Context: an optimization exercise on an open-source flow, tuned for a short achievable clock period and few clock cycles. The choices shown serve that exercise and are no tape-out recipe.
RTL that was checked went through simulation tests only; none was proved equivalent to the original.

== the baseline ==
Design cpu, start of the top module:
module cpu(
    input clk,
    input reset,
    output [7:0] imem_addr,
    input [18:0] imem_data,
    output [7:0] dmem_addr,
    output [18:0] dmem_wdata,
    output dmem_we,
    input [18:0] dmem_rdata,
    output rf_we,
    output [2:0] rf_waddr,
    output [18:0] rf_wdata
);
Settings: LEC_CHECK=0, CAP_MARGIN=20, CORE_MARGIN=2, CORE_UTILIZATION=40, SLEW_MARGIN=20; clock period 38.0 ns.
standard.sh (not shown) runs the stock make flow with config.mk's settings and CLKGATE_MAP_FILE= SYNTH_SCRIPT=/design/flow/synth_recipe.tcl, a recipe that flattens the netlist after the stock synthesis.
==> flow/flow/run.sh <==
#!/bin/bash
# The standard layout (the standard.sh), with timing repair asked to leave
# a setup margin, so that it sizes and buffers the critical paths.
set -euo pipefail
bash standard.sh SETUP_SLACK_MARGIN=30.5 TNS_END_PERCENT=100 MATCH_CELL_FOOTPRINT=0 CORE_UTILIZATION=70 finish > standard_flow.log 2>&1
The log for the baseline ends in 5_1_grt with error GRT-0116, so the run never completed.
Testbench counts of the baseline, summed over its fixed seeds: cycles 12,022.
--- input diff the baseline..the candidate ---
==> flow/flow/run.sh <==
#!/bin/bash
# The standard layout (the standard.sh), with timing repair asked to leave
# a setup margin, so that it sizes and buffers the critical paths.
set -euo pipefail
bash standard.sh SETUP_SLACK_MARGIN=30.5 TNS_END_PERCENT=100 MATCH_CELL_FOOTPRINT=0 CORE_UTILIZATION=55 finish > standard_flow.log 2>&1
[summary]
- Comparing the candidate against the baseline, there is no change at all in fraction of registers with async set or reset after synthesis.
- Number of placed instances, taps included: higher on the candidate
- Post-cts resize count: the candidate > the baseline
- The candidate completed every stage of the flow, and the final layout passed the timing, design-rule and antenna checks.
- ~same synthesized area in the candidate and the baseline
- Between the baseline and the candidate, worst setup slack before clock tree synthesis increased.
- Compared to the baseline, the candidate has number of buffers inserted by post-CTS setup repair 29% higher.
- Number of cell rows for the candidate is higher than for the baseline.
- Sort the candidate and the baseline by initial cell density of the core asc -> top: the candidate
- As far as number of buffers between clock root and the deepest sink goes, the candidate and the baseline are indistinguishable; the numbers are identical.
- The candidate vs the baseline: placed instance area up
- For height of the die, dividing the value from the candidate by the value from the baseline gives 1.13.

========
== try-quartz ==
Another version of the RTL of cpu (not shown whole).
Size in the first run: about 5700 cells after synthesis.
clock: 38.0 ns
lec_check: 0
cap_margin: 20
core_margin: 2
core_utilization: 40
slew_margin: 20
==> flow/flow/run.sh <==
#!/bin/bash
# The standard layout (the standard.sh), with timing repair asked to leave
# a setup margin, so that it sizes and buffers the critical paths, and a clock
# tree with smaller sink clusters.
set -euo pipefail
bash standard.sh SETUP_SLACK_MARGIN=30.5 TNS_END_PERCENT=100 MATCH_CELL_FOOTPRINT=0 CORE_UTILIZATION=55 "CTS_ARGS=-sink_clustering_enable -repair_clock_nets -sink_clustering_size 16 -sink_clustering_max_diameter 50 -balance_levels" finish > standard_flow.log 2>&1
try-quartz: no failed stages, no open violations at the end
#### Input delta (try-cedar over try-quartz)
==> flow/flow/run.sh <==
#!/bin/bash
# The standard layout (the standard.sh), with timing repair asked to leave
# a setup margin, so that it sizes and buffers the critical paths.
set -euo pipefail
bash standard.sh SETUP_SLACK_MARGIN=30.5 TNS_END_PERCENT=100 MATCH_CELL_FOOTPRINT=0 CORE_UTILIZATION=55 GPL_TIMING_DRIVEN=1 finish > standard_flow.log 2>&1
## What came out
Area of all placed cells without fillers of try-quartz is on par with try-cedar.
On required time at the endpoint of the critical path, try-cedar and try-quartz are neck and neck.
Delta (try-cedar minus try-quartz): CTS buffer count saw a decrease; count of plain and timing-repair buffers rose about 4%.
## Diff of input files: try-lagoon against try-cedar
==> flow/flow/run.sh <==
#!/bin/bash
# The standard layout (the standard.sh), with timing repair asked to leave
# a setup margin, so that it sizes and buffers the critical paths.
set -euo pipefail
bash standard.sh SETUP_SLACK_MARGIN=30.5 TNS_END_PERCENT=100 MATCH_CELL_FOOTPRINT=0 CORE_UTILIZATION=62 finish > standard_flow.log 2>&1
==> comparison <==
try-cedar → try-lagoon: post-detailed-routing wire length fell 0.73%, number of global-route vias before repair saw an increase.
The placed instance area of try-lagoon and that of try-cedar are within noise of each other.
Final critical path time including I/O delays and setup was lower in try-lagoon than in try-cedar.
> inputs changed (try-lagoon -> try-raven)
==> flow/flow/run.sh <==
#!/bin/bash
# The standard layout (the standard.sh), with timing repair asked to leave
# a setup margin, so that it sizes and buffers the critical paths, and a clock
# tree with smaller sink clusters.
set -euo pipefail
bash standard.sh SETUP_SLACK_MARGIN=30.5 TNS_END_PERCENT=100 MATCH_CELL_FOOTPRINT=0 CORE_UTILIZATION=55 "CTS_ARGS=-sink_clustering_enable -repair_clock_nets -sink_clustering_levels 1 -sink_clustering_size 30 -sink_clustering_max_diameter 120" finish > standard_flow.log 2>&1
==> comparison <==
Number of DRC markers in iteration 0 ended up 1263 lower on try-raven than on try-lagoon. Compared with try-lagoon, in try-raven design area barely changed, largest net degree at the start of global routing moved down. The total wire length after detailed routing of try-raven and that of try-lagoon are within noise of each other. Total routing usage reported by global routing down 5.4 points in try-raven wrt try-lagoon. try-raven closes out successfully: all stages finished, all timing, DRC and antenna checks passed.
For try-sierra, these inputs were changed with respect to try-raven:
==> flow/flow/run.sh <==
#!/bin/bash
# The standard layout (the standard.sh), with timing repair asked to leave
# a setup margin, so that it sizes and buffers the critical paths.
set -euo pipefail
bash standard.sh SETUP_SLACK_MARGIN=30.5 TNS_END_PERCENT=100 MATCH_CELL_FOOTPRINT=0 CORE_UTILIZATION=55 finish > standard_flow.log 2>&1
==> comparison <==
- Min measured slew at the worst slew-check pin across try-sierra and try-raven: try-sierra
- Sort try-sierra and try-raven by sequential share of layout area, descending, and try-raven comes first.
- try-sierra vs try-raven: worst slack on hold paths down
- Measured against each other, try-sierra and try-raven differ in clock-buffer cell count, the lower figure coming from try-raven.
- Relative to try-raven, the number of cells in the finished layout apart from fillers measured on try-sierra has increased slightly.
No functional check of the RTL was part of any run of this note.

-- static timing again, ports no longer ideal --
Ports are ideal in the flow. The routed layouts listed here were re-timed in OpenROAD. Step 1: set_driving_cell puts a clkbuf_16 on clk and a buf_2 on each other input, an assumption about the parent block. Step 2 moves the port delays by t, midway between the first and last clock arrival at a register: inputs arrive t later, outputs are due t later. That takes back most of the time a late clock gives input paths. a / b / c = no drivers / after step 1 / after step 2; a / b = the first two.
| run | shift t [ns] | setup WS [ns] | worst register clock-pin slew, ns |
|---|---|---|---|
| the candidate | 0.796 | 29.052 / 28.960 / 28.974 | 0.09 / 0.09 |
| try-quartz | 0.706 | 29.146 / 29.074 / 29.290 | 0.08 / 0.08 |
| try-cedar | 0.715 | 29.148 / 29.070 / 29.267 | 0.07 / 0.07 |
| try-lagoon | 0.684 | 29.177 / 29.111 / 29.260 | 0.07 / 0.07 |
| try-raven | 0.682 | 29.151 / 29.084 / 29.290 | 0.12 / 0.12 |
| try-sierra | 0.715 | 29.148 / 29.070 / 29.267 | 0.07 / 0.07 |
After both steps every run listed still meets setup and hold. For the candidate, which loses most, drivers alone change the setup slack by -0.092 ns; drivers and shift together by -0.078 ns.
